Source: an optimization exercise on an open RTL-to-GDS flow (aim: small area, a short achievable clock period and few clock cycles). Production flows keep margins and buffers that such runs may drop. In this exercise RTL edits were held to simulation tests only and were not proved equivalent to the original. Power and IR drop assume default switching activity.

**flow/constraint.sdc**
```tcl
create_clock -name core_clock -period 5.0 [get_ports {clk}]
set_input_delay 1.0000 -clock core_clock [delete_from_list [all_inputs] [get_ports {clk}]]
set_output_delay 1.0000 -clock core_clock [all_outputs]
set_load 0.01 [all_outputs]
```
**flow/config.mk**
```make
export PLATFORM = sky130hd
export DESIGN_NAME = cube_solver
export DESIGN_NICKNAME = cube_solver
export VERILOG_FILES = /design/flow/design.v
export SDC_FILE = /design/flow/constraint.sdc
export NUM_CORES = 4
export LEC_CHECK = 0
export ABC_AREA = 1
export CAP_MARGIN = 20
export CORE_MARGIN = 2
export CORE_UTILIZATION = 60
export CTS_BUF_LIST = sky130_fd_sc_hd__clkbuf_4
export CTS_CLUSTER_DIAMETER = 100
export CTS_CLUSTER_SIZE = 30
export PLACE_DENSITY = 0.8
export SETUP_SLACK_MARGIN = 2.0
export SLEW_MARGIN = 20
```
**flow/standard.sh**
```bash
#!/bin/bash
# synth_recipe.tcl (not shown) runs the flow's synth.tcl, then flattens the netlist and writes it again
# the make line also repeats each setting of config.mk as NAME=value (left out here)
make -C /OpenROAD-flow-scripts/flow DESIGN_CONFIG=/design/flow/config.mk WORK_HOME=/design/flow/orfs CLKGATE_MAP_FILE= SYNTH_SCRIPT=/design/flow/synth_recipe.tcl "${@:-finish}"
```
**flow/flow/run.sh**
```bash
#!/bin/bash
# The standard layout (standard.sh) with two changes:
#  - plain buf_2 cells as the port buffers instead of the buffer that
#    buffer_ports picks by default (timing repair still resizes the ones on
#    critical paths);
#  - no ADDER_MAP_FILE, so Yosys does not cut half/full adders out of the
#    logic before ABC maps it: ABC maps the adders with the rest.
# Output of make and every tool it runs goes to flow_make.log here; ORFS's
# per-step logs stay under orfs/logs.
set -euo pipefail
export BUFFER_PORTS_ARGS="-buffer_cell sky130_fd_sc_hd__buf_2"
export ADDER_MAP_FILE=
bash standard.sh > flow_make.log 2>&1
```
**flow/design.v**
```verilog
module cube_solver (
    input  wire        clk,
    input  wire        rst,
    input  wire        run,
    input  wire [11:0] lo,
    input  wire [11:0] hi,
    output wire [11:0] total_found,
    output reg         solver_done
);
    function automatic gt12(input [11:0] a, input [11:0] b);
        reg [15:0] g, l;
        integer k, w;
        begin
            g = 16'd0;
            l = 16'd0;
            for (k = 0; k < 12; k = k + 1) begin
                g[k] = a[k] & ~b[k];
                l[k] = ~a[k] & b[k];
            end
            for (w = 1; w < 16; w = w * 2)
                for (k = 0; k + w < 16; k = k + 2 * w) begin
                    g[k] = g[k + w] | (~l[k + w] & g[k]);
                    l[k] = l[k + w] | (~g[k + w] & l[k]);
                end
            gt12 = g[0];
        end
    endfunction
    wire [6:0] q_w, s_w;
    wire       pred_w;
    cube_qtab u_qtab (
        .x00(hi[11]), .x01(hi[10]), .x02(hi[9]), .x03(hi[8]), .x04(hi[7]), .x05(hi[6]),
        .x06(hi[5]),  .x07(hi[4]),  .x08(hi[3]), .x09(hi[2]), .x10(hi[1]), .x11(hi[0]),
        .z0(q_w[6]), .z1(q_w[5]), .z2(q_w[4]), .z3(q_w[3]), .z4(q_w[2]), .z5(q_w[1]), .z6(q_w[0])
    );
    cube_pred u_pred (
        .x00(hi[11]), .x01(hi[10]), .x02(hi[9]), .x03(hi[8]), .x04(hi[7]), .x05(hi[6]),
        .x06(hi[5]),  .x07(hi[4]),  .x08(hi[3]), .x09(hi[2]), .x10(hi[1]), .x11(hi[0]),
        .z0(pred_w)
    );
    cube_stab u_stab (
        .x00(lo[11]), .x01(lo[10]), .x02(lo[9]), .x03(lo[8]), .x04(lo[7]), .x05(lo[6]),
        .x06(lo[5]),  .x07(lo[4]),  .x08(lo[3]), .x09(lo[2]), .x10(lo[1]), .x11(lo[0]),
        .z0(s_w[6]), .z1(s_w[5]), .z2(s_w[4]), .z3(s_w[3]), .z4(s_w[2]), .z5(s_w[1]), .z6(s_w[0])
    );
    reg [6:0] q_hi;      
    reg [6:0] s_lo;      
    reg       hi_hit;    
    reg       in_order;  
    always @(posedge clk) begin
        if (rst)
            solver_done <= 1'b0;
        else if (run)
            solver_done <= 1'b1;
        if (run) begin
            q_hi     <= q_w;
            s_lo     <= s_w;
            hi_hit   <= pred_w;
            in_order <= !gt12(lo, hi);
        end
    end
    wire [2:0] extra = {in_order, in_order & hi_hit, in_order ^ hi_hit};
    wire [6:0] e3 = {4'd0, extra};
    wire [6:0] xs = q_hi ^ s_lo ^ e3;
    wire [6:0] ys = {(q_hi[5:0] & s_lo[5:0]) | (q_hi[5:0] & e3[5:0]) | (s_lo[5:0] & e3[5:0]), 1'b0};
    wire [6:0] pg = xs ^ ys;     
    wire [6:0] gg = xs & ys;     
    function automatic [6:0] carries(input [6:0] g, input [6:0] p);
        integer i, d;
        reg [6:0] gk, pk;
        begin
            gk = g;
            pk = p;
            for (d = 1; d < 7; d = d * 2)
                for (i = 6; i >= d; i = i - 1) begin
                    gk[i] = gk[i] | (pk[i] & gk[i - d]);
                    pk[i] = pk[i] & pk[i - d];
                end
            carries = gk;
        end
    endfunction
    wire [6:0] gk = carries(gg, pg);
    wire [6:0] count = pg ^ {gk[5:0], 1'b0};
    assign total_found = {5'd0, count};
endmodule
module cube_qtab ( 
    x00, x01, x02, x03, x04, x05, x06, x07, x08, x09, x10, x11,
    z0, z1, z2, z3, z4, z5, z6  );
  input  x00, x01, x02, x03, x04, x05, x06, x07, x08, x09, x10, x11;
  output z0, z1, z2, z3, z4, z5, z6;
  wire new_n20, new_n21, new_n22, new_n23, new_n24, new_n25, new_n26,
    new_n27, new_n28, new_n29, new_n30, new_n31, new_n32, new_n33, new_n35,
    new_n36, new_n37, new_n38, new_n39, new_n40, new_n41, new_n42, new_n43,
    new_n44, new_n45, new_n46, new_n47, new_n48, new_n49, new_n50, new_n51,
    new_n52, new_n53, new_n54, new_n55, new_n56, new_n57, new_n58, new_n59,
    new_n60, new_n61, new_n62, new_n63, new_n64, new_n65, new_n66, new_n67,
    new_n68, new_n69, new_n70, new_n71, new_n72, new_n73, new_n74, new_n75,
    new_n76, new_n77, new_n78, new_n79, new_n80, new_n81, new_n82, new_n83,
    new_n84, new_n85, new_n86, new_n87, new_n88, new_n89, new_n90, new_n91,
    new_n92, new_n93, new_n94, new_n95, new_n96, new_n97, new_n98, new_n99,
    new_n100, new_n101, new_n102, new_n103, new_n104, new_n105, new_n106,
    new_n107, new_n108, new_n109, new_n110, new_n111, new_n112, new_n114,
    new_n115, new_n116, new_n117, new_n118, new_n119, new_n120, new_n121,
    new_n123, new_n124, new_n125, new_n126, new_n127, new_n128, new_n129,
    new_n130, new_n131, new_n132, new_n133, new_n134, new_n135, new_n136,
    new_n137, new_n138, new_n139, new_n140, new_n141, new_n142, new_n143,
    new_n144, new_n145, new_n146, new_n147, new_n148, new_n149, new_n150,
    new_n151, new_n152, new_n153, new_n154, new_n155, new_n156, new_n157,
    new_n158, new_n159, new_n160, new_n161, new_n163, new_n164, new_n166,
    new_n167, new_n168, new_n169, new_n170, new_n171, new_n172, new_n173,
    new_n174, new_n175, new_n176, new_n177, new_n178, new_n179, new_n180,
    new_n181, new_n182, new_n183, new_n184, new_n185, new_n186, new_n187,
    new_n188, new_n189, new_n190, new_n191, new_n192, new_n193, new_n194,
    new_n195, new_n196, new_n197, new_n198, new_n199, new_n200, new_n201,
    new_n202, new_n203, new_n204, new_n205, new_n206, new_n207, new_n208,
    new_n209, new_n210, new_n211, new_n212, new_n213, new_n214, new_n215,
    new_n216, new_n217, new_n218, new_n219, new_n220, new_n221, new_n222,
    new_n223, new_n224, new_n225, new_n226, new_n227, new_n228, new_n229,
    new_n230, new_n231, new_n232, new_n233, new_n234, new_n235, new_n236,
    new_n238, new_n239, new_n240, new_n241, new_n242, new_n243, new_n244,
    new_n245, new_n246, new_n247, new_n248, new_n249, new_n250, new_n251,
    new_n252, new_n253, new_n254, new_n255, new_n256, new_n257, new_n258,
    new_n259, new_n260, new_n261, new_n262, new_n263, new_n264, new_n265,
    new_n266, new_n267, new_n268, new_n269, new_n270, new_n271, new_n272,
    new_n273, new_n274, new_n275, new_n276, new_n277, new_n278, new_n279,
    new_n280, new_n281, new_n282, new_n283, new_n284, new_n285, new_n286,
    new_n287, new_n288, new_n289, new_n290;
  assign new_n20 = x04 & x05;
  assign new_n21 = x03 & new_n20;
  assign new_n22 = ~x06 & new_n21;
  assign new_n23 = x07 & x08;
  assign new_n24 = x10 & x11;
  assign new_n25 = ~x02 & ~new_n24;
  assign new_n26 = x02 & new_n24;
  assign new_n27 = ~x09 & ~new_n26;
  assign new_n28 = ~new_n25 & ~new_n27;
  assign new_n29 = new_n23 & new_n28;
  assign new_n30 = new_n22 & ~new_n29;
  assign new_n31 = new_n21 & ~new_n30;
  assign new_n32 = ~x00 & ~x01;
  assign new_n33 = ~x02 & new_n32;
  assign z0 = new_n31 | ~new_n33;
  assign new_n35 = ~x02 & x03;
  assign new_n36 = ~x04 & ~x05;
  assign new_n37 = x08 & new_n28;
  assign new_n38 = x04 & ~x06;
  assign new_n39 = ~new_n36 & ~new_n38;
  assign new_n40 = ~x05 & ~x06;
  assign new_n41 = ~new_n39 & ~new_n40;
  assign new_n42 = ~new_n37 & new_n41;
  assign new_n43 = ~x02 & x05;
  assign new_n44 = ~x06 & ~x11;
  assign new_n45 = ~x04 & ~new_n44;
  assign new_n46 = x09 & x10;
  assign new_n47 = ~new_n38 & new_n46;
  assign new_n48 = ~new_n45 & ~new_n47;
  assign new_n49 = new_n43 & ~new_n48;
  assign new_n50 = ~x06 & ~x09;
  assign new_n51 = x08 & ~new_n50;
  assign new_n52 = new_n49 & new_n51;
  assign new_n53 = x03 & ~new_n52;
  assign new_n54 = ~new_n42 & new_n53;
  assign new_n55 = x08 & x09;
  assign new_n56 = ~x04 & x06;
  assign new_n57 = ~new_n55 & new_n56;
  assign new_n58 = ~x04 & ~x06;
  assign new_n59 = ~new_n55 & new_n58;
  assign new_n60 = ~new_n36 & ~new_n59;
  assign new_n61 = x08 & new_n58;
  assign new_n62 = new_n60 & new_n61;
  assign new_n63 = ~new_n57 & ~new_n62;
  assign new_n64 = x06 & new_n20;
  assign new_n65 = x06 & ~new_n24;
  assign new_n66 = new_n55 & ~new_n65;
  assign new_n67 = new_n36 & ~new_n66;
  assign new_n68 = ~new_n64 & ~new_n67;
  assign new_n69 = new_n63 & new_n68;
  assign new_n70 = ~x03 & ~new_n69;
  assign new_n71 = x07 & ~new_n70;
  assign new_n72 = ~new_n54 & new_n71;
  assign new_n73 = x02 & ~x06;
  assign new_n74 = x08 & new_n46;
  assign new_n75 = new_n73 & ~new_n74;
  assign new_n76 = x02 & ~new_n23;
  assign new_n77 = ~new_n75 & ~new_n76;
  assign new_n78 = new_n58 & ~new_n77;
  assign new_n79 = ~x02 & ~x06;
  assign new_n80 = new_n20 & new_n79;
  assign new_n81 = x03 & ~x05;
  assign new_n82 = x06 & new_n81;
  assign new_n83 = x02 & x06;
  assign new_n84 = x04 & new_n83;
  assign new_n85 = ~new_n82 & ~new_n84;
  assign new_n86 = ~new_n80 & new_n85;
  assign new_n87 = new_n35 & new_n57;
  assign new_n88 = ~x03 & ~new_n36;
  assign new_n89 = ~new_n56 & new_n88;
  assign new_n90 = ~new_n87 & ~new_n89;
  assign new_n91 = new_n86 & new_n90;
  assign new_n92 = ~x07 & ~new_n91;
  assign new_n93 = ~new_n78 & ~new_n92;
  assign new_n94 = x02 & ~x05;
  assign new_n95 = ~x04 & new_n94;
  assign new_n96 = new_n93 & ~new_n95;
  assign new_n97 = ~x08 & x09;
  assign new_n98 = new_n26 & new_n97;
  assign new_n99 = new_n20 & ~new_n98;
  assign new_n100 = ~x07 & ~new_n74;
  assign new_n101 = ~new_n23 & ~new_n100;
  assign new_n102 = x09 & new_n83;
  assign new_n103 = ~new_n101 & ~new_n102;
  assign new_n104 = new_n99 & ~new_n103;
  assign new_n105 = new_n96 & ~new_n104;
  assign new_n106 = ~new_n72 & new_n105;
  assign new_n107 = x06 & new_n106;
  assign new_n108 = new_n36 & ~new_n107;
  assign new_n109 = new_n35 & ~new_n108;
  assign new_n110 = ~new_n31 & new_n109;
  assign new_n111 = new_n31 & ~new_n109;
  assign new_n112 = new_n32 & ~new_n111;
  assign z1 = new_n110 | ~new_n112;
  assign new_n114 = ~x04 & new_n109;
  assign new_n115 = ~x04 & ~new_n93;
  assign new_n116 = new_n60 & ~new_n115;
  assign new_n117 = ~new_n35 & ~new_n116;
  assign new_n118 = x02 & ~x03;
  assign new_n119 = ~new_n31 & ~new_n118;
  assign new_n120 = ~new_n117 & new_n119;
  assign new_n121 = ~new_n114 & new_n120;
  assign z2 = ~new_n32 | new_n121;
  assign new_n123 = x09 & x11;
  assign new_n124 = ~new_n97 & ~new_n123;
  assign new_n125 = x07 & new_n40;
  assign new_n126 = ~new_n124 & new_n125;
  assign new_n127 = new_n74 & new_n126;
  assign new_n128 = x03 & ~new_n127;
  assign new_n129 = x01 & ~new_n64;
  assign new_n130 = x02 & ~new_n129;
  assign new_n131 = new_n128 & new_n130;
  assign new_n132 = ~x00 & ~new_n131;
  assign new_n133 = x01 & new_n132;
  assign new_n134 = ~new_n108 & new_n117;
  assign new_n135 = ~x03 & ~x06;
  assign new_n136 = new_n108 & ~new_n135;
  assign new_n137 = ~x02 & x06;
  assign new_n138 = ~new_n36 & new_n137;
  assign new_n139 = ~new_n84 & ~new_n138;
  assign new_n140 = x11 & ~new_n139;
  assign new_n141 = x02 & new_n20;
  assign new_n142 = ~new_n140 & ~new_n141;
  assign new_n143 = x06 & ~x10;
  assign new_n144 = x09 & ~new_n143;
  assign new_n145 = ~new_n76 & new_n144;
  assign new_n146 = ~new_n142 & new_n145;
  assign new_n147 = ~new_n25 & ~new_n146;
  assign new_n148 = new_n23 & new_n64;
  assign new_n149 = ~x02 & ~new_n148;
  assign new_n150 = ~x00 & ~new_n149;
  assign new_n151 = ~new_n147 & new_n150;
  assign new_n152 = ~new_n32 & ~new_n151;
  assign new_n153 = x03 & ~new_n139;
  assign new_n154 = ~new_n99 & new_n153;
  assign new_n155 = ~new_n92 & new_n154;
  assign new_n156 = ~new_n118 & ~new_n148;
  assign new_n157 = ~new_n30 & new_n156;
  assign new_n158 = ~new_n155 & new_n157;
  assign new_n159 = ~new_n152 & new_n158;
  assign new_n160 = ~new_n136 & new_n159;
  assign new_n161 = ~new_n134 & new_n160;
  assign z3 = ~new_n133 & ~new_n161;
  assign new_n163 = new_n32 & ~new_n106;
  assign new_n164 = x02 & new_n132;
  assign z4 = new_n163 | new_n164;
  assign new_n166 = x06 & x10;
  assign new_n167 = x08 & ~new_n137;
  assign new_n168 = ~new_n166 & new_n167;
  assign new_n169 = new_n54 & ~new_n168;
  assign new_n170 = ~new_n54 & new_n168;
  assign new_n171 = ~new_n169 & ~new_n170;
  assign new_n172 = x08 & ~x09;
  assign new_n173 = ~x02 & new_n172;
  assign new_n174 = new_n99 & ~new_n173;
  assign new_n175 = ~new_n171 & new_n174;
  assign new_n176 = ~x02 & ~new_n51;
  assign new_n177 = ~new_n79 & new_n123;
  assign new_n178 = x10 & new_n177;
  assign new_n179 = ~new_n83 & ~new_n178;
  assign new_n180 = ~new_n176 & new_n179;
  assign new_n181 = ~x05 & new_n180;
  assign new_n182 = x08 & ~new_n20;
  assign new_n183 = new_n73 & ~new_n182;
  assign new_n184 = new_n138 & new_n182;
  assign new_n185 = ~new_n95 & ~new_n184;
  assign new_n186 = ~new_n183 & new_n185;
  assign new_n187 = new_n46 & ~new_n186;
  assign new_n188 = ~new_n181 & ~new_n187;
  assign new_n189 = x05 & new_n180;
  assign new_n190 = ~x06 & ~x10;
  assign new_n191 = x09 & ~new_n190;
  assign new_n192 = ~new_n189 & new_n191;
  assign new_n193 = ~x03 & ~new_n192;
  assign new_n194 = ~new_n188 & ~new_n193;
  assign new_n195 = ~new_n61 & ~new_n87;
  assign new_n196 = ~new_n51 & ~new_n195;
  assign new_n197 = ~new_n194 & ~new_n196;
  assign new_n198 = ~new_n175 & new_n197;
  assign new_n199 = x07 & ~new_n198;
  assign new_n200 = ~new_n97 & ~new_n172;
  assign new_n201 = x05 & x07;
  assign new_n202 = ~new_n200 & new_n201;
  assign new_n203 = ~x04 & ~new_n202;
  assign new_n204 = ~new_n148 & ~new_n203;
  assign new_n205 = ~x02 & ~new_n128;
  assign new_n206 = ~x04 & ~new_n23;
  assign new_n207 = new_n79 & new_n206;
  assign new_n208 = ~new_n205 & ~new_n207;
  assign new_n209 = ~new_n204 & ~new_n208;
  assign new_n210 = x08 & ~new_n49;
  assign new_n211 = new_n63 & ~new_n210;
  assign new_n212 = ~x07 & new_n137;
  assign new_n213 = ~new_n67 & new_n212;
  assign new_n214 = ~new_n211 & new_n213;
  assign new_n215 = new_n74 & new_n94;
  assign new_n216 = ~new_n61 & ~new_n95;
  assign new_n217 = ~new_n75 & new_n216;
  assign new_n218 = ~new_n215 & new_n217;
  assign new_n219 = ~x04 & ~new_n46;
  assign new_n220 = x07 & ~new_n219;
  assign new_n221 = ~x02 & x11;
  assign new_n222 = ~new_n220 & ~new_n221;
  assign new_n223 = new_n220 & new_n221;
  assign new_n224 = ~new_n222 & ~new_n223;
  assign new_n225 = ~new_n218 & ~new_n224;
  assign new_n226 = ~x01 & x03;
  assign new_n227 = ~new_n225 & new_n226;
  assign new_n228 = ~new_n214 & new_n227;
  assign new_n229 = ~new_n209 & ~new_n228;
  assign new_n230 = ~new_n199 & ~new_n229;
  assign new_n231 = x02 & ~new_n22;
  assign new_n232 = ~x09 & new_n25;
  assign new_n233 = ~new_n149 & ~new_n232;
  assign new_n234 = ~new_n231 & new_n233;
  assign new_n235 = x01 & ~new_n234;
  assign new_n236 = ~new_n230 & ~new_n235;
  assign z5 = x00 | new_n236;
  assign new_n238 = ~x11 & new_n74;
  assign new_n239 = ~new_n96 & ~new_n238;
  assign new_n240 = new_n198 & ~new_n239;
  assign new_n241 = ~new_n43 & ~new_n94;
  assign new_n242 = ~new_n84 & ~new_n212;
  assign new_n243 = ~new_n241 & ~new_n242;
  assign new_n244 = ~new_n240 & new_n243;
  assign new_n245 = new_n42 & ~new_n100;
  assign new_n246 = new_n46 & new_n99;
  assign new_n247 = new_n101 & new_n246;
  assign new_n248 = ~new_n245 & ~new_n247;
  assign new_n249 = ~new_n187 & new_n241;
  assign new_n250 = ~new_n248 & new_n249;
  assign new_n251 = ~x09 & new_n83;
  assign new_n252 = ~new_n177 & ~new_n251;
  assign new_n253 = ~x10 & ~new_n252;
  assign new_n254 = ~x04 & x09;
  assign new_n255 = x04 & x10;
  assign new_n256 = ~new_n254 & ~new_n255;
  assign new_n257 = ~x02 & new_n44;
  assign new_n258 = ~new_n256 & new_n257;
  assign new_n259 = ~new_n253 & ~new_n258;
  assign new_n260 = x05 & ~new_n259;
  assign new_n261 = x02 & ~new_n24;
  assign new_n262 = x09 & ~new_n261;
  assign new_n263 = x02 & x05;
  assign new_n264 = new_n38 & ~new_n263;
  assign new_n265 = ~new_n262 & new_n264;
  assign new_n266 = ~new_n260 & ~new_n265;
  assign new_n267 = new_n23 & ~new_n266;
  assign new_n268 = ~new_n146 & ~new_n148;
  assign new_n269 = new_n24 & ~new_n268;
  assign new_n270 = ~x10 & new_n55;
  assign new_n271 = new_n38 & new_n270;
  assign new_n272 = ~new_n56 & ~new_n271;
  assign new_n273 = new_n263 & ~new_n272;
  assign new_n274 = ~x01 & ~new_n273;
  assign new_n275 = new_n208 & new_n274;
  assign new_n276 = ~new_n269 & new_n275;
  assign new_n277 = ~new_n267 & new_n276;
  assign new_n278 = ~new_n250 & new_n277;
  assign new_n279 = ~new_n244 & new_n278;
  assign new_n280 = x09 & ~new_n166;
  assign new_n281 = new_n23 & ~new_n123;
  assign new_n282 = ~new_n190 & new_n281;
  assign new_n283 = ~new_n280 & new_n282;
  assign new_n284 = x07 & new_n254;
  assign new_n285 = ~new_n36 & ~new_n284;
  assign new_n286 = ~new_n126 & ~new_n285;
  assign new_n287 = ~new_n283 & new_n286;
  assign new_n288 = new_n149 & ~new_n287;
  assign new_n289 = ~x03 & ~new_n288;
  assign new_n290 = ~new_n152 & ~new_n289;
  assign z6 = ~new_n279 & new_n290;
endmodule
module cube_stab ( 
    x00, x01, x02, x03, x04, x05, x06, x07, x08, x09, x10, x11,
    z0, z1, z2, z3, z4, z5, z6  );
  input  x00, x01, x02, x03, x04, x05, x06, x07, x08, x09, x10, x11;
  output z0, z1, z2, z3, z4, z5, z6;
  wire new_n20, new_n21, new_n22, new_n23, new_n25, new_n26, new_n27,
    new_n28, new_n29, new_n30, new_n31, new_n32, new_n33, new_n34, new_n35,
    new_n36, new_n37, new_n38, new_n39, new_n40, new_n41, new_n42, new_n43,
    new_n45, new_n46, new_n47, new_n48, new_n49, new_n50, new_n51, new_n52,
    new_n53, new_n54, new_n55, new_n56, new_n57, new_n58, new_n59, new_n60,
    new_n61, new_n62, new_n63, new_n64, new_n65, new_n66, new_n67, new_n68,
    new_n69, new_n70, new_n71, new_n72, new_n73, new_n74, new_n75, new_n76,
    new_n77, new_n78, new_n79, new_n80, new_n81, new_n82, new_n83, new_n84,
    new_n85, new_n86, new_n87, new_n88, new_n89, new_n90, new_n91, new_n93,
    new_n94, new_n95, new_n96, new_n97, new_n98, new_n99, new_n100,
    new_n101, new_n102, new_n103, new_n104, new_n105, new_n106, new_n107,
    new_n108, new_n109, new_n110, new_n111, new_n112, new_n113, new_n114,
    new_n115, new_n116, new_n117, new_n118, new_n119, new_n120, new_n121,
    new_n122, new_n123, new_n124, new_n125, new_n126, new_n127, new_n128,
    new_n129, new_n130, new_n131, new_n132, new_n133, new_n134, new_n135,
    new_n136, new_n137, new_n138, new_n139, new_n140, new_n141, new_n142,
    new_n143, new_n144, new_n145, new_n146, new_n147, new_n148, new_n149,
    new_n150, new_n151, new_n152, new_n153, new_n155, new_n156, new_n157,
    new_n158, new_n159, new_n160, new_n161, new_n162, new_n163, new_n164,
    new_n165, new_n167, new_n168, new_n169, new_n170, new_n171, new_n172,
    new_n173, new_n174, new_n175, new_n176, new_n177, new_n178, new_n179,
    new_n180, new_n181, new_n182, new_n183, new_n184, new_n185, new_n186,
    new_n187, new_n188, new_n189, new_n190, new_n191, new_n192, new_n193,
    new_n194, new_n195, new_n196, new_n197, new_n198, new_n199, new_n200,
    new_n201, new_n202, new_n203, new_n204, new_n205, new_n206, new_n207,
    new_n208, new_n209, new_n210, new_n211, new_n212, new_n213, new_n214,
    new_n215, new_n216, new_n217, new_n218, new_n219, new_n220, new_n221,
    new_n222, new_n223, new_n224, new_n225, new_n226, new_n227, new_n228,
    new_n229, new_n230, new_n231, new_n232, new_n233, new_n234, new_n235,
    new_n236, new_n237, new_n239, new_n240, new_n241, new_n242, new_n243,
    new_n244, new_n245, new_n246, new_n247, new_n248, new_n249, new_n250,
    new_n251, new_n252, new_n253, new_n254, new_n255, new_n256, new_n257,
    new_n258, new_n259, new_n260, new_n261, new_n262, new_n263, new_n264,
    new_n265, new_n266, new_n267, new_n268, new_n269, new_n270, new_n271,
    new_n272, new_n273, new_n274, new_n275, new_n276, new_n277, new_n278,
    new_n279, new_n280, new_n281, new_n282, new_n283, new_n284, new_n285,
    new_n286, new_n287, new_n288, new_n289, new_n290, new_n291, new_n292,
    new_n293, new_n294, new_n295, new_n296;
  assign new_n20 = x03 & x05;
  assign new_n21 = x04 & new_n20;
  assign new_n22 = ~x00 & ~x01;
  assign new_n23 = ~x02 & new_n22;
  assign z0 = ~new_n21 & new_n23;
  assign new_n25 = x02 & ~x06;
  assign new_n26 = x09 & x10;
  assign new_n27 = x08 & new_n26;
  assign new_n28 = ~x07 & ~new_n27;
  assign new_n29 = new_n25 & new_n28;
  assign new_n30 = ~x04 & ~x05;
  assign new_n31 = x03 & ~x06;
  assign new_n32 = new_n30 & ~new_n31;
  assign new_n33 = ~new_n20 & ~new_n32;
  assign new_n34 = ~new_n29 & ~new_n33;
  assign new_n35 = x02 & ~x04;
  assign new_n36 = new_n34 & ~new_n35;
  assign new_n37 = x03 & ~x04;
  assign new_n38 = ~x02 & ~new_n37;
  assign new_n39 = new_n36 & ~new_n38;
  assign new_n40 = x03 & x04;
  assign new_n41 = ~x05 & new_n40;
  assign new_n42 = ~x02 & new_n41;
  assign new_n43 = new_n22 & ~new_n42;
  assign z1 = ~new_n39 & new_n43;
  assign new_n45 = x11 & new_n27;
  assign new_n46 = ~new_n28 & ~new_n45;
  assign new_n47 = new_n25 & ~new_n46;
  assign new_n48 = x07 & x09;
  assign new_n49 = x08 & new_n48;
  assign new_n50 = ~x02 & new_n49;
  assign new_n51 = ~x06 & ~new_n50;
  assign new_n52 = new_n46 & ~new_n51;
  assign new_n53 = ~x05 & ~new_n52;
  assign new_n54 = ~new_n47 & new_n53;
  assign new_n55 = x11 & new_n26;
  assign new_n56 = ~x05 & ~new_n55;
  assign new_n57 = ~x02 & ~x09;
  assign new_n58 = x05 & ~new_n57;
  assign new_n59 = ~new_n56 & ~new_n58;
  assign new_n60 = x04 & new_n59;
  assign new_n61 = ~x02 & x06;
  assign new_n62 = ~new_n60 & new_n61;
  assign new_n63 = new_n54 & new_n62;
  assign new_n64 = x07 & new_n63;
  assign new_n65 = ~x01 & ~x03;
  assign new_n66 = ~x02 & new_n65;
  assign new_n67 = ~new_n64 & new_n66;
  assign new_n68 = x07 & x08;
  assign new_n69 = ~x09 & new_n68;
  assign new_n70 = ~x04 & new_n69;
  assign new_n71 = ~new_n49 & ~new_n70;
  assign new_n72 = x04 & x05;
  assign new_n73 = ~x02 & x08;
  assign new_n74 = ~new_n26 & new_n73;
  assign new_n75 = new_n72 & ~new_n74;
  assign new_n76 = ~new_n71 & new_n75;
  assign new_n77 = ~x02 & new_n72;
  assign new_n78 = new_n28 & new_n77;
  assign new_n79 = ~x05 & x06;
  assign new_n80 = ~new_n72 & ~new_n79;
  assign new_n81 = x06 & new_n80;
  assign new_n82 = new_n68 & new_n81;
  assign new_n83 = ~x01 & ~new_n35;
  assign new_n84 = x03 & new_n83;
  assign new_n85 = ~new_n82 & new_n84;
  assign new_n86 = ~new_n78 & new_n85;
  assign new_n87 = ~new_n76 & new_n86;
  assign new_n88 = ~new_n67 & ~new_n87;
  assign new_n89 = x06 & new_n88;
  assign new_n90 = x07 & new_n89;
  assign new_n91 = new_n22 & new_n36;
  assign z2 = ~new_n90 & new_n91;
  assign new_n93 = new_n37 & new_n79;
  assign new_n94 = x05 & ~x06;
  assign new_n95 = ~x03 & ~x04;
  assign new_n96 = ~new_n28 & new_n40;
  assign new_n97 = ~new_n95 & ~new_n96;
  assign new_n98 = new_n94 & ~new_n97;
  assign new_n99 = ~new_n93 & ~new_n98;
  assign new_n100 = ~new_n88 & new_n99;
  assign new_n101 = ~new_n41 & ~new_n95;
  assign new_n102 = x08 & x09;
  assign new_n103 = ~new_n55 & ~new_n102;
  assign new_n104 = x02 & ~new_n103;
  assign new_n105 = x08 & x11;
  assign new_n106 = x10 & new_n105;
  assign new_n107 = ~new_n104 & ~new_n106;
  assign new_n108 = ~new_n57 & ~new_n107;
  assign new_n109 = x05 & x08;
  assign new_n110 = x06 & new_n109;
  assign new_n111 = ~x04 & ~new_n79;
  assign new_n112 = ~new_n110 & ~new_n111;
  assign new_n113 = ~new_n108 & new_n112;
  assign new_n114 = ~new_n94 & ~new_n102;
  assign new_n115 = new_n94 & new_n102;
  assign new_n116 = ~new_n114 & ~new_n115;
  assign new_n117 = ~new_n113 & new_n116;
  assign new_n118 = ~new_n101 & ~new_n117;
  assign new_n119 = ~x01 & x07;
  assign new_n120 = ~x01 & x06;
  assign new_n121 = ~x04 & ~new_n102;
  assign new_n122 = new_n120 & new_n121;
  assign new_n123 = ~new_n119 & ~new_n122;
  assign new_n124 = ~x02 & ~x04;
  assign new_n125 = ~x06 & ~new_n26;
  assign new_n126 = x08 & ~x11;
  assign new_n127 = new_n48 & ~new_n126;
  assign new_n128 = new_n125 & ~new_n127;
  assign new_n129 = new_n109 & ~new_n128;
  assign new_n130 = x07 & ~new_n129;
  assign new_n131 = new_n124 & ~new_n130;
  assign new_n132 = x04 & ~new_n55;
  assign new_n133 = new_n26 & new_n109;
  assign new_n134 = new_n25 & ~new_n133;
  assign new_n135 = ~new_n132 & new_n134;
  assign new_n136 = x03 & ~new_n135;
  assign new_n137 = ~new_n131 & new_n136;
  assign new_n138 = ~new_n113 & new_n137;
  assign new_n139 = ~new_n123 & ~new_n138;
  assign new_n140 = ~new_n118 & new_n139;
  assign new_n141 = x04 & ~new_n31;
  assign new_n142 = new_n100 & ~new_n141;
  assign new_n143 = x01 & ~x02;
  assign new_n144 = ~new_n119 & ~new_n143;
  assign new_n145 = ~new_n89 & new_n144;
  assign new_n146 = ~new_n142 & new_n145;
  assign new_n147 = ~new_n140 & ~new_n146;
  assign new_n148 = new_n37 & ~new_n94;
  assign new_n149 = new_n80 & ~new_n148;
  assign new_n150 = new_n147 & new_n149;
  assign new_n151 = new_n100 & ~new_n150;
  assign new_n152 = x01 & x02;
  assign new_n153 = ~x00 & ~new_n152;
  assign z3 = ~new_n151 & new_n153;
  assign new_n155 = new_n76 & new_n120;
  assign new_n156 = x01 & ~new_n72;
  assign new_n157 = x03 & ~new_n156;
  assign new_n158 = ~new_n30 & new_n157;
  assign new_n159 = x02 & ~new_n158;
  assign new_n160 = ~new_n155 & ~new_n159;
  assign new_n161 = new_n147 & new_n160;
  assign new_n162 = new_n61 & new_n68;
  assign new_n163 = new_n72 & new_n162;
  assign new_n164 = ~new_n147 & new_n163;
  assign new_n165 = ~x00 & ~new_n164;
  assign z4 = ~new_n161 & new_n165;
  assign new_n167 = x10 & x11;
  assign new_n168 = new_n61 & ~new_n167;
  assign new_n169 = x01 & ~new_n168;
  assign new_n170 = new_n69 & ~new_n169;
  assign new_n171 = ~x06 & ~x10;
  assign new_n172 = ~x01 & ~x11;
  assign new_n173 = ~new_n171 & new_n172;
  assign new_n174 = ~x02 & ~x06;
  assign new_n175 = new_n49 & ~new_n174;
  assign new_n176 = ~new_n173 & new_n175;
  assign new_n177 = ~new_n170 & ~new_n176;
  assign new_n178 = new_n59 & new_n177;
  assign new_n179 = ~x04 & new_n129;
  assign new_n180 = ~new_n60 & ~new_n179;
  assign new_n181 = ~new_n178 & ~new_n180;
  assign new_n182 = ~x07 & new_n124;
  assign new_n183 = x04 & ~new_n73;
  assign new_n184 = ~new_n182 & ~new_n183;
  assign new_n185 = new_n79 & ~new_n184;
  assign new_n186 = ~new_n181 & ~new_n185;
  assign new_n187 = ~x07 & ~x08;
  assign new_n188 = ~x08 & ~x11;
  assign new_n189 = x07 & ~new_n188;
  assign new_n190 = x06 & new_n26;
  assign new_n191 = ~new_n189 & new_n190;
  assign new_n192 = ~new_n125 & ~new_n191;
  assign new_n193 = ~new_n187 & ~new_n192;
  assign new_n194 = ~new_n181 & ~new_n193;
  assign new_n195 = x08 & ~x10;
  assign new_n196 = x07 & ~new_n73;
  assign new_n197 = ~new_n195 & new_n196;
  assign new_n198 = ~new_n125 & new_n197;
  assign new_n199 = ~new_n74 & ~new_n198;
  assign new_n200 = ~x06 & x08;
  assign new_n201 = new_n107 & new_n200;
  assign new_n202 = new_n199 & ~new_n201;
  assign new_n203 = ~new_n194 & new_n202;
  assign new_n204 = ~new_n186 & ~new_n203;
  assign new_n205 = x05 & x09;
  assign new_n206 = ~new_n107 & new_n205;
  assign new_n207 = new_n120 & ~new_n206;
  assign new_n208 = ~x01 & ~new_n71;
  assign new_n209 = ~new_n25 & ~new_n162;
  assign new_n210 = ~new_n208 & new_n209;
  assign new_n211 = ~new_n207 & new_n210;
  assign new_n212 = x02 & new_n81;
  assign new_n213 = new_n157 & ~new_n212;
  assign new_n214 = ~new_n211 & new_n213;
  assign new_n215 = ~new_n204 & new_n214;
  assign new_n216 = new_n65 & ~new_n182;
  assign new_n217 = ~new_n163 & new_n216;
  assign new_n218 = ~new_n215 & ~new_n217;
  assign new_n219 = ~x01 & x04;
  assign new_n220 = new_n34 & new_n219;
  assign new_n221 = new_n202 & new_n220;
  assign new_n222 = ~x05 & new_n102;
  assign new_n223 = ~new_n193 & new_n222;
  assign new_n224 = x06 & new_n45;
  assign new_n225 = ~x08 & new_n205;
  assign new_n226 = new_n124 & ~new_n225;
  assign new_n227 = x08 & ~x09;
  assign new_n228 = ~new_n79 & new_n227;
  assign new_n229 = ~x07 & x09;
  assign new_n230 = x03 & ~new_n229;
  assign new_n231 = ~new_n228 & ~new_n230;
  assign new_n232 = new_n226 & new_n231;
  assign new_n233 = ~new_n224 & new_n232;
  assign new_n234 = ~new_n223 & new_n233;
  assign new_n235 = ~new_n221 & ~new_n234;
  assign new_n236 = ~new_n64 & new_n235;
  assign new_n237 = ~new_n218 & new_n236;
  assign z5 = ~x00 & ~new_n237;
  assign new_n239 = new_n107 & new_n120;
  assign new_n240 = ~new_n199 & new_n239;
  assign new_n241 = ~new_n107 & ~new_n120;
  assign new_n242 = new_n199 & new_n241;
  assign new_n243 = ~new_n177 & ~new_n242;
  assign new_n244 = ~new_n240 & new_n243;
  assign new_n245 = ~x02 & new_n193;
  assign new_n246 = x02 & ~new_n193;
  assign new_n247 = ~new_n227 & ~new_n246;
  assign new_n248 = ~new_n245 & new_n247;
  assign new_n249 = x04 & ~new_n248;
  assign new_n250 = ~new_n244 & new_n249;
  assign new_n251 = x04 & ~new_n177;
  assign new_n252 = x02 & ~x11;
  assign new_n253 = ~x02 & x11;
  assign new_n254 = ~new_n252 & ~new_n253;
  assign new_n255 = ~new_n55 & new_n254;
  assign new_n256 = ~x06 & ~new_n255;
  assign new_n257 = ~new_n57 & ~new_n256;
  assign new_n258 = new_n68 & ~new_n257;
  assign new_n259 = ~x01 & ~new_n258;
  assign new_n260 = ~new_n251 & ~new_n259;
  assign new_n261 = x06 & ~x10;
  assign new_n262 = new_n102 & new_n261;
  assign new_n263 = new_n182 & new_n262;
  assign new_n264 = new_n61 & ~new_n105;
  assign new_n265 = new_n119 & new_n264;
  assign new_n266 = x05 & ~new_n265;
  assign new_n267 = ~new_n263 & new_n266;
  assign new_n268 = ~new_n260 & new_n267;
  assign new_n269 = ~new_n250 & new_n268;
  assign new_n270 = x02 & new_n181;
  assign new_n271 = ~new_n83 & ~new_n270;
  assign new_n272 = ~new_n30 & ~new_n55;
  assign new_n273 = new_n61 & ~new_n272;
  assign new_n274 = ~new_n54 & ~new_n273;
  assign new_n275 = ~new_n63 & ~new_n274;
  assign new_n276 = ~new_n271 & new_n275;
  assign new_n277 = ~new_n269 & ~new_n276;
  assign new_n278 = ~new_n68 & ~new_n124;
  assign new_n279 = ~new_n70 & ~new_n278;
  assign new_n280 = x02 & new_n72;
  assign new_n281 = ~x06 & ~new_n280;
  assign new_n282 = ~new_n279 & new_n281;
  assign new_n283 = x03 & ~new_n282;
  assign new_n284 = ~new_n277 & new_n283;
  assign new_n285 = new_n49 & ~new_n190;
  assign new_n286 = new_n68 & ~new_n171;
  assign new_n287 = ~x05 & ~new_n286;
  assign new_n288 = ~new_n127 & ~new_n287;
  assign new_n289 = ~new_n285 & new_n288;
  assign new_n290 = ~x05 & ~x06;
  assign new_n291 = new_n127 & new_n290;
  assign new_n292 = ~x04 & ~new_n291;
  assign new_n293 = ~new_n289 & new_n292;
  assign new_n294 = new_n66 & ~new_n163;
  assign new_n295 = ~new_n293 & new_n294;
  assign new_n296 = ~new_n284 & ~new_n295;
  assign z6 = x00 | new_n296;
endmodule
module cube_pred ( 
    x00, x01, x02, x03, x04, x05, x06, x07, x08, x09, x10, x11,
    z0  );
  input  x00, x01, x02, x03, x04, x05, x06, x07, x08, x09, x10, x11;
  output z0;
  wire new_n14, new_n15, new_n16, new_n17, new_n18, new_n19, new_n20,
    new_n21, new_n22, new_n23, new_n24, new_n25, new_n26, new_n27, new_n28,
    new_n29, new_n30, new_n31, new_n32, new_n33, new_n34, new_n35, new_n36,
    new_n37, new_n38, new_n39, new_n40, new_n41, new_n42, new_n43, new_n44,
    new_n45, new_n46, new_n47, new_n48, new_n49, new_n50, new_n51, new_n52,
    new_n53, new_n54, new_n55, new_n56, new_n57, new_n58, new_n59, new_n60,
    new_n61, new_n62, new_n63, new_n64, new_n65, new_n66, new_n67, new_n68,
    new_n69, new_n70, new_n71, new_n72, new_n73, new_n74, new_n75, new_n76,
    new_n77, new_n78, new_n79, new_n80, new_n81, new_n82, new_n83, new_n84,
    new_n85, new_n86, new_n87, new_n88, new_n89, new_n90, new_n91, new_n92,
    new_n93, new_n94, new_n95, new_n96, new_n97, new_n98;
  assign new_n14 = x10 & x11;
  assign new_n15 = ~x02 & x04;
  assign new_n16 = ~x02 & ~x07;
  assign new_n17 = x06 & ~new_n16;
  assign new_n18 = x02 & ~x04;
  assign new_n19 = x05 & x08;
  assign new_n20 = ~new_n18 & new_n19;
  assign new_n21 = ~new_n17 & new_n20;
  assign new_n22 = ~new_n15 & ~new_n21;
  assign new_n23 = new_n14 & ~new_n22;
  assign new_n24 = ~x11 & ~new_n15;
  assign new_n25 = x08 & ~new_n24;
  assign new_n26 = x05 & ~x07;
  assign new_n27 = ~new_n25 & new_n26;
  assign new_n28 = x09 & ~new_n27;
  assign new_n29 = ~new_n23 & ~new_n28;
  assign new_n30 = ~x07 & ~new_n15;
  assign new_n31 = ~new_n19 & ~new_n30;
  assign new_n32 = x04 & ~x06;
  assign new_n33 = x07 & ~new_n32;
  assign new_n34 = ~x11 & ~new_n33;
  assign new_n35 = ~new_n31 & ~new_n34;
  assign new_n36 = ~x10 & ~new_n35;
  assign new_n37 = x02 & x05;
  assign new_n38 = ~x06 & ~x07;
  assign new_n39 = ~new_n37 & new_n38;
  assign new_n40 = ~new_n18 & ~new_n39;
  assign new_n41 = ~new_n36 & new_n40;
  assign new_n42 = ~x06 & ~x10;
  assign new_n43 = ~new_n14 & ~new_n42;
  assign new_n44 = x07 & ~new_n43;
  assign new_n45 = new_n35 & new_n44;
  assign new_n46 = ~new_n41 & ~new_n45;
  assign new_n47 = ~new_n29 & ~new_n46;
  assign new_n48 = x06 & x10;
  assign new_n49 = ~new_n37 & ~new_n48;
  assign new_n50 = x04 & x07;
  assign new_n51 = ~new_n49 & new_n50;
  assign new_n52 = x11 & new_n22;
  assign new_n53 = ~x10 & ~new_n52;
  assign new_n54 = new_n51 & ~new_n53;
  assign new_n55 = ~new_n47 & ~new_n54;
  assign new_n56 = ~x05 & x06;
  assign new_n57 = ~new_n15 & new_n56;
  assign new_n58 = ~x06 & ~x11;
  assign new_n59 = x09 & ~new_n58;
  assign new_n60 = ~new_n57 & new_n59;
  assign new_n61 = ~x08 & ~new_n60;
  assign new_n62 = x06 & ~x09;
  assign new_n63 = ~x05 & new_n62;
  assign new_n64 = x03 & ~new_n63;
  assign new_n65 = ~new_n61 & new_n64;
  assign new_n66 = ~new_n55 & new_n65;
  assign new_n67 = ~x09 & ~x11;
  assign new_n68 = ~x04 & ~new_n67;
  assign new_n69 = x08 & ~new_n62;
  assign new_n70 = ~new_n42 & new_n69;
  assign new_n71 = x02 & ~new_n70;
  assign new_n72 = ~x02 & x09;
  assign new_n73 = ~new_n37 & ~new_n72;
  assign new_n74 = x05 & x11;
  assign new_n75 = ~new_n73 & ~new_n74;
  assign new_n76 = new_n51 & ~new_n75;
  assign new_n77 = ~new_n71 & new_n76;
  assign new_n78 = x09 & x11;
  assign new_n79 = new_n77 & new_n78;
  assign new_n80 = ~new_n68 & ~new_n79;
  assign new_n81 = new_n14 & ~new_n63;
  assign new_n82 = x06 & new_n78;
  assign new_n83 = ~x05 & ~x06;
  assign new_n84 = ~new_n48 & ~new_n83;
  assign new_n85 = ~new_n82 & new_n84;
  assign new_n86 = x08 & ~new_n85;
  assign new_n87 = ~new_n81 & ~new_n86;
  assign new_n88 = ~x01 & ~x02;
  assign new_n89 = ~x03 & x07;
  assign new_n90 = new_n88 & new_n89;
  assign new_n91 = ~new_n87 & new_n90;
  assign new_n92 = ~new_n80 & new_n91;
  assign new_n93 = ~new_n66 & ~new_n92;
  assign new_n94 = x01 & new_n37;
  assign new_n95 = new_n48 & new_n94;
  assign new_n96 = x00 & ~new_n95;
  assign new_n97 = x01 & ~new_n77;
  assign new_n98 = ~new_n96 & ~new_n97;
  assign z0 = ~new_n93 & new_n98;
endmodule
```
==> qor.yml <==
io_buffers: 34
yosys.area_share.simple_pct: 42.7
pin_count: 40
cp_cell_sequence: "or2_1 -> nand2_2 -> xor2_2 -> nor2_2 -> buf_4 -> nand3_1 -> o2111ai_1 -> xor2_1 -> buf_2"
clk_latency_ps: 280
synthArstFlopShare_pct: 0
clk_path_buf_depth: 2
antenna_cells: 0
viasPerCell: 6.41
drtPass1Iterations: 6
slowest_stage: "edfxtp_1"
crit_required_ps: 4000
p_leak_nw: 1.80
h-tree-depth: 1
skew_ps: 0
max_cap_viol_count: 0
synth_top_family_by_area: "simple AND/OR/NAND/NOR gates"
max_stage_delay_ps: 420
synth_fa_ha_area_share_pct: 0
vias: 4632
yosysTopAreaCell: "nand2_1"
powerDensity_nw_per_um2: 176
rsz0062_at_grt: "true"
cp-start-kind: "flop"
routed_wl_microns: 11900
path_max_fanout: 2
drive_above_1_share_pct: 16.4
synthCells: 638
outcome: "timing/DRC/antenna clean"
area_delta_synth_final_pct: 3.63
antenna_found_initial: 0
post-dp-hpwl_microns: 9030
cts-root-buf: "clkbuf_4"
synth.mux.area_fraction_pct: 0
period_share_pct: 59.3
gp_routability_congestion: 1.08
start_util_pct: 61.3
grt_pass1_vias: 4037
end_kind: "output pin"
drcViolationCount: 0
startpoint: "q_hi[1]$_DFFE_PP_"
synth_ff_type: "edfxtp_1"
grt-ovfl-total: 0
hold_viol: 0
finalNetCount: 676
core_area_sq_um: 5850
n_fill_cell: 604
synth_top_area_share_pct: 17.3
synth.ff_latch_count: 17
die_w_microns: 81.3
yosys.area_share.xor_xnor_pct: 3.42
ys_seq_area_share_pct: 14.0
timing.critical_path.buf_inv: 2
num_rows: 28
worstSetupPathType: "reg2out"
cp_top_family: "simple AND/OR/NAND/NOR gates"
clock_sinks: 17
avgSynthCellArea_sq_um: 5.62
r2r_cells: 2
reg2reg_from: "solver_done$_SDFFE_PP0P_"
numCtsBuffers: 3
cp.depth: 9
synth-compound-area-share_pct: 25.1
ir_drop_mv: 0.136
clock.fmax_ghz: 0.338
dieArea_sq_um: 6610
final_util_pct: 63.5
wl_per_cell_microns: 16.5
finalMaxSlewViolations: 0
critPathArrivalTime_ps: 1960
crit_path_end: "total_found[6]"
fp.dieH_microns: 81.3
synth_edf_count: 16
clkTransAtPathRegs_ps: 90
min_period_ps: 2960
drt_iter0_drc: 656
ys_top_cells_by_area: "nand2_1, edfxtp_1, nand3_1, o21ai_0, nor2_1"
syn_area_sq_um: 3590
ant_nets: 0
hp-class: "reg2reg"
r2r_slack_ps: 4450
ys_types: 48
cts_tree: "built"
yosys_warnings: 1
grt_pass1_wl_microns: 18900
fin_setup_tns_ps: 0
setup_viol: 0
reg2reg_to: "solver_done$_SDFFE_PP0P_"
grt_start_max_net_pins: 20
grt_usage_pct: 36.2
worst min-delay path, cell delays in order (launching register included):
cell and delay (ps):
dfxtp_1 340, nor2_1 50, nor2_1 70
cell type report:
type / count / area, sq um / share of cell area [%]
Multi-Input combinational cell: 510 / 2600 / 70.0
Inverter: 81 / 307 / 8.25
Sequential cell: 17 / 500 / 13.5
Tap cell: 75 / 93.8 / 2.52
Clock buffer: 4 / 30.0 / 0.808
Timing Repair Buffer: 36 / 185 / 4.98
flip-flops by register name, indices dropped and copies added (netlist names):
| name | cells |
|---|---|
| solver_done | 1 |
| hi_hit | 1 |
| in_order | 1 |
| q_hi | 7 |
| s_lo | 7 |
layout by cell type, fill, tap and decap left out, types with 9 or more instances in the layout:
master and count:
buf_2 34, o22ai_1 9, nand2_2 11, inv_2 25
o21ai_0 49, o21ai_1 12, nor3_1 13, a21oi_1 30
nor2_1 63, nand2_1 162, edfxtp_1 16, inv_1 54
nand3_1 59
through the flow:
| step | worst slack (ps) | cell area [sq um] | power (mW) | hold slack [ps] | cells |
|---|---|---|---|---|---|
| finish | 2040 | 3720 | 0.653 | 486 | 723 |
| global route | 1860 | 3720 | 0.707 | 548 | 723 |
| CTS | 2020 | 3700 | 0.638 | 497 | 723 |
| detailed placement | 2060 | 3640 | 0.559 | 476 | 717 |
| global placement | 2050 | 3640 | 0.554 | 448 | 717 |
| floorplan | 2450 | 3600 | 0.464 | 503 | 642 |
logic make-up (layout without fill, tap and decap cells):
group | Yosys count | count (layout)
other cells | 1 | 5
buf+inv | 115 | 121
compound gates | 149 | 149
simple gates | 342 | 342
xor+xnor | 14 | 14
flops | 17 | 17
per-layer routing:
metal	GRT usage [%]	share of wire [%]	up-vias
li1	-	-	2156
met4	11.5	3.2	0
met3	6.44	14	50
met2	56.5	43	377
met5	0	0	-
met1	50.3	40	2049
where the power goes:
| group | leakage [nW] | switching (mW) | total (mW) | internal (mW) |
|---|---|---|---|---|
| Sequential | 0.164 | 0.00732 | 0.178 | 0.171 |
| Clock | 0.0184 | 0.0375 | 0.0737 | 0.0363 |
| Combinational | 1.62 | 0.267 | 0.402 | 0.135 |
synth_stat cells (6+ instances only):
cell,n
a31oi_1,8
inv_1,55
o22ai_1,9
buf_4,11
o21ai_0,49
nand3_1,59
o21ai_1,12
o211ai_1,8
buf_2,13
inv_2,24
o31ai_1,6
nand2_1,165
nor3_1,13
nor2_2,7
edfxtp_1,16
a21oi_1,30
nand4_1,7
nor2_1,65
o2111ai_1,6
nand2_2,8
xor2_1,9
worst min-delay path by stage:
stage	start	slack, ps	cells past startpoint	endpoint
floorplan	solver_done$_SDFFE_PP0P_	500	2	solver_done$_SDFFE_PP0P_
global placement	solver_done$_SDFFE_PP0P_	450	2	solver_done$_SDFFE_PP0P_
detailed placement	solver_done$_SDFFE_PP0P_	480	2	solver_done$_SDFFE_PP0P_
CTS	solver_done$_SDFFE_PP0P_	500	2	solver_done$_SDFFE_PP0P_
global route	solver_done$_SDFFE_PP0P_	550	2	solver_done$_SDFFE_PP0P_
finish	solver_done$_SDFFE_PP0P_	490	2	solver_done$_SDFFE_PP0P_
repair_timing:
item | 4_1_cts | 5_1_grt
resized for setup | 3 | 6
hold buffers | 0 | 0
setup buffers | 2 | 0
endpoints found under the setup margin | 2 | 3
pin swaps | 1 | 3
cloned | 0 | 0
Testbench counts, summed over its fixed seeds: cycles 128.

## what the ideal ports hide
How much do the figures lean on ideal ports? The routed layout below was timed once more, with nothing changed but the port constraints. Step 1 (the two cells are an assumption about what drives the block):
set clk [get_ports {clk}]
set_driving_cell -lib_cell sky130_fd_sc_hd__clkbuf_16 $clk
set_driving_cell -lib_cell sky130_fd_sc_hd__buf_2 [delete_from_list [all_inputs] $clk]
Step 2 adds t to the input delays and takes it off the output delays; t is the mean of the earliest and latest rising clock arrival at the registers after step 1. Input paths then give back, and output paths get back, about the clock's delay inside the block. Slacks: ideal / step 1 / step 2; pairs: ideal / step 1.
t, ns: 0.294
slack for setup (ns): 2.037 / 2.015 / 1.968
worst setup path at the end: input to register
After both steps setup and hold are still met in this run. For this run, drivers alone change the setup slack by -0.022 ns; drivers and shift together by -0.069 ns.
